This is an optimization exercise on Yosys and OpenROAD, whose aim is small area, not a production implementation.
Only simulation tests tie the RTL to the original design; equivalence was not proved.
Power and IR drop assume default switching activity.

==> job 1863 <==
==> flow/design.v (excerpt) <==
module axi_lite_slave #(
    parameter ADDR_WIDTH = 4,
    parameter DATA_WIDTH = 32,
    parameter CLK_FREQ_HZ = 100_000_000,
    parameter NUM_LEDS = 4
) (
    input  wire                     S_AXI_ACLK,
    input  wire                     S_AXI_ARESETN,
    input  wire [ADDR_WIDTH-1:0]    S_AXI_AWADDR,
    input  wire [2:0]               S_AXI_AWPROT,
    input  wire                     S_AXI_AWVALID,
    output wire                     S_AXI_AWREADY,
    input  wire [DATA_WIDTH-1:0]    S_AXI_WDATA,
    input  wire [DATA_WIDTH/8-1:0]  S_AXI_WSTRB,
    input  wire                     S_AXI_WVALID,
    output wire                     S_AXI_WREADY,
    output wire [1:0]               S_AXI_BRESP,
    output wire                     S_AXI_BVALID,
    input  wire                     S_AXI_BREADY,
    input  wire [ADDR_WIDTH-1:0]    S_AXI_ARADDR,
    input  wire [2:0]               S_AXI_ARPROT,
    input  wire                     S_AXI_ARVALID,
    output wire                     S_AXI_ARREADY,
    output wire [DATA_WIDTH-1:0]    S_AXI_RDATA,
    output wire [1:0]               S_AXI_RRESP,
    output wire                     S_AXI_RVALID,
    input  wire                     S_AXI_RREADY,
    output wire [NUM_LEDS-1:0]      LED,
    output wire [6:0]               SEG_CATHODE,
    output wire [3:0]               SEG_ANODE,
    output wire                     IRQ_OUT,
    input  wire                     EXT_IRQ_IN
);
clock: 10.0 ns
lec_check: 0
abc_area: 1
cap_margin: 20
core_margin: 2
core_utilization: 75
slew_margin: 20
standard.sh (not shown) runs the stock make flow with config.mk's settings and CLKGATE_MAP_FILE= SYNTH_SCRIPT=/design/flow/synth_recipe.tcl, a recipe that flattens the netlist after the stock synthesis.
==> flow/flow/run.sh <==
#!/bin/bash
# Layout flow: the standard ORFS flow (standard.sh) with changes that
# only affect combinational mapping and buffering; the registers, their
# names and their cell types are those of the standard synthesis.
#  * Synthesis: ABC maps with an area-oriented script (abc_area.script in
#    this folder) instead of ORFS's, and Yosys's half/full-adder extraction
#    is skipped (ADDER_MAP_FILE empty), so ABC maps that logic too.  ORFS's
#    scripts are copied to ./scripts with only abc_area.script replaced.
#  * Every input and output port gets its own sky130_fd_sc_hd__buf_1.
#  * Clock tree synthesis: clkbuf_8 buffers, up to 16 sinks per leaf
#    cluster, no dummy loads.
# The make output goes to orfs_flow.log here; ORFS keeps each step's log
# under orfs/logs/.
set -euo pipefail
W=$(pwd)
HERE=$(cd "$(dirname "$0")" && pwd)
rm -rf "$W/scripts"
cp -r "$FLOW_HOME/scripts" "$W/scripts"
cp "$HERE/abc_area.script" "$W/scripts/abc_area.script"
bash standard.sh \
  "SCRIPTS_DIR=$W/scripts" \
  "ADDER_MAP_FILE=" \
  "BUFFER_PORTS_ARGS=-buffer_cell sky130_fd_sc_hd__buf_1" \
  "CTS_ARGS=-sink_clustering_enable -repair_clock_nets -dont_use_dummy_load -buf_list sky130_fd_sc_hd__clkbuf_8 -sink_clustering_size 20 -sink_clustering_max_diameter 60" \
  finish > "$W/orfs_flow.log" 2>&1
==> flow/flow/abc_area.script <==
strash
&get -n
&dch -f
&nf -R 1000 -p
&put
topo
==> inputs of job 5997, as changes to job 1863 <==
--- a/flow/design.v
+++ b/flow/design.v
@@ -71,29 +71,34 @@
     assign S_AXI_AWREADY = awready_r;
     assign S_AXI_WREADY  = wready_r;
     assign S_AXI_BVALID  = bvalid_r;
     assign S_AXI_BRESP   = 2'b00;
     reg  [31:0] reg_led, reg_seg, reg_rsv;
     wire [3:0]  be_led = wr_strb & {4{wr_c2 & (wr_addr == 2'd0)}};
     wire [3:0]  be_seg = wr_strb & {4{wr_c2 & (wr_addr == 2'd1)}};
     wire [3:0]  be_rsv = wr_strb & {4{wr_c2 & (wr_addr == 2'd3)}};
-    function [31:0] upd(input [31:0] cur, input [31:0] nd, input [3:0] be, input rn);
+    function [31:0] merge(input [31:0] cur, input [31:0] upd, input [3:0] be);
         integer i;
         begin
             for (i = 0; i < 4; i = i + 1)
-                upd[8*i +: 8] = (nd[8*i +: 8] & {8{be[i] & rn}}) |
-                                (cur[8*i +: 8] & {8{~be[i] & rn}});
+                merge[8*i +: 8] = be[i] ? upd[8*i +: 8] : cur[8*i +: 8];
         end
     endfunction
-    wire [31:0] seg_next = upd(reg_seg, wr_data, be_seg, rst_n);
-    always @(posedge clk) begin
-        reg_led <= upd(reg_led, wr_data, be_led, rst_n);
-        reg_seg <= seg_next;
-        reg_rsv <= upd(reg_rsv, wr_data, be_rsv, rst_n);
+    wire [31:0] seg_next = merge(reg_seg, wr_data, be_seg);
+    always @(posedge clk) begin
+        if (!rst_n) begin
+            reg_led <= 32'h0;
+            reg_seg <= 32'h0;
+            reg_rsv <= 32'h0;
+        end else begin
+            reg_led <= merge(reg_led, wr_data, be_led);
+            reg_seg <= seg_next;
+            reg_rsv <= merge(reg_rsv, wr_data, be_rsv);
+        end
     end
     reg  irq_status, irq_status_d;
     wire irq_pulse;
     wire irq_clr = wr_c1 & (wr_addr == 2'd2) & wr_strb[0] & wr_data[0];
     always @(posedge clk) begin
         if (!rst_n)
             irq_status <= 1'b0;
         else if (irq_clr)
@@ -118,25 +123,30 @@
             rd_p1     <= r_idle & S_AXI_ARVALID;
             rd_p2     <= rd_p1;
             rvalid_r  <= rd_p2 | (rvalid_r & ~S_AXI_RREADY);
         end
     end
     always @(posedge clk) begin
         if (r_idle & S_AXI_ARVALID) rd_addr <= S_AXI_ARADDR[3:2];
     end
-    wire rd_ld   = rd_p2 & rst_n;
-    wire rd_keep = ~rd_p2 & rst_n;
-    wire [31:0] rd_s0 = {32{rd_ld & (rd_addr == 2'd0)}};
-    wire [31:0] rd_s1 = {32{rd_ld & (rd_addr == 2'd1)}};
-    wire        rd_s2 = rd_ld & (rd_addr == 2'd2);
-    wire [31:0] rd_s3 = {32{rd_ld & (rd_addr == 2'd3)}};
-    always @(posedge clk) begin
-        rdata_r <= (rd_s0 & reg_led) | (rd_s1 & reg_seg) | (rd_s3 & reg_rsv) |
-                   {31'h0, rd_s2 & irq_status_d} | ({32{rd_keep}} & rdata_r);
+    reg [31:0] rd_sel;
+    always @(*) begin
+        case (rd_addr)
+            2'd0:    rd_sel = reg_led;
+            2'd1:    rd_sel = reg_seg;
+            2'd2:    rd_sel = {31'h0, irq_status_d};
+            default: rd_sel = reg_rsv;
+        endcase
+    end
+    always @(posedge clk) begin
+        if (!rst_n)
+            rdata_r <= 32'h0;
+        else if (rd_p2)
+            rdata_r <= rd_sel;
     end
     assign S_AXI_ARREADY = arready_r;
     assign S_AXI_RVALID  = rvalid_r;
     assign S_AXI_RDATA   = rdata_r;
     assign S_AXI_RRESP   = 2'b00;
     assign LED = reg_led[NUM_LEDS-1:0];
     localparam [20:0] DB_INV = 21'h155555;
     reg        ext_s1, ext_s2, ext_stable, ext_d1, ext_pulse;
==> flow/flow/run.sh (replaced) <==
#!/bin/bash
# Layout flow: the standard ORFS flow (standard.sh, unchanged synthesis)
# with two changes that only affect buffering:
#  * every input and output port still gets its own buffer, but a
#    sky130_fd_sc_hd__buf_1 instead of the resizer's default choice;
#  * clock tree synthesis clusters up to 30 sinks per leaf buffer and does
#    not insert dummy loads.
# The make output goes to orfs_flow.log here; ORFS keeps each step's log
# under orfs/logs/.
set -euo pipefail
W=$(pwd)
bash standard.sh \
  "BUFFER_PORTS_ARGS=-buffer_cell sky130_fd_sc_hd__buf_1" \
  "CTS_ARGS=-sink_clustering_enable -repair_clock_nets -dont_use_dummy_load -buf_list sky130_fd_sc_hd__clkbuf_8 -sink_clustering_size 16 -sink_clustering_max_diameter 50" \
  finish > "$W/orfs_flow.log" 2>&1
==> flow/config.mk (replaced) <==
export PLATFORM = sky130hd
export DESIGN_NAME = axi_lite_slave
export DESIGN_NICKNAME = axi_lite_slave
export VERILOG_FILES = /design/flow/design.v
export SDC_FILE = /design/flow/constraint.sdc
export NUM_CORES = 4
export LEC_CHECK = 0
export ABC_AREA = 1
export CAP_MARGIN = 20
export CORE_MARGIN = 2
export CORE_UTILIZATION = 70
export SLEW_MARGIN = 20
removed: flow/flow/abc_area.script
==> summary of the runs <==
Job 5997 completed with no timing, DRC or antenna violations. Job 1863 finished clean. Clock skew: job 1863 is higher than job 5997 (0.035 ns). Synthesized cell count: job 1863 is lower than job 5997 (39%). Between job 1863 and job 5997, the lower sequential power is in job 1863 (gap 2.3%, measured against job 5997). Between job 5997 and job 1863, the lower worst hold slack is in job 1863 (gap 0.083 ns).

static timing again, ports no longer ideal:
The flow's constraints put no driver on any port. The routed layouts listed below were extracted and timed again, unchanged, in two steps. Step 1 (the two cells are an assumption about what drives the block):
set clk [get_ports {S_AXI_ACLK}]
set_driving_cell -lib_cell sky130_fd_sc_hd__clkbuf_16 $clk
set_driving_cell -lib_cell sky130_fd_sc_hd__buf_2 [delete_from_list [all_inputs] $clk]
Step 2 also shifts input and output timing later by t, the mid clock arrival at the registers, as if the neighbouring blocks saw the same clock. a / b / c = no drivers / after step 1 / after step 2; a / b = the first two.
| run | shift t [ns] | setup slack, ns | clock arrival spread, ns | worst register clock-pin slew, ns |
|---|---|---|---|---|
| job 1863 | 0.494 | 3.019 / 2.998 / 2.998 | 0.070 / 0.070 | 0.12 / 0.12 |
| job 5997 | 0.519 | 4.940 / 4.905 / 5.424 | 0.033 / 0.034 | 0.10 / 0.10 |
After both steps every run listed still meets setup and hold. For job 1863, which loses most, drivers alone change the setup slack by -0.021 ns; drivers and shift together by -0.021 ns.
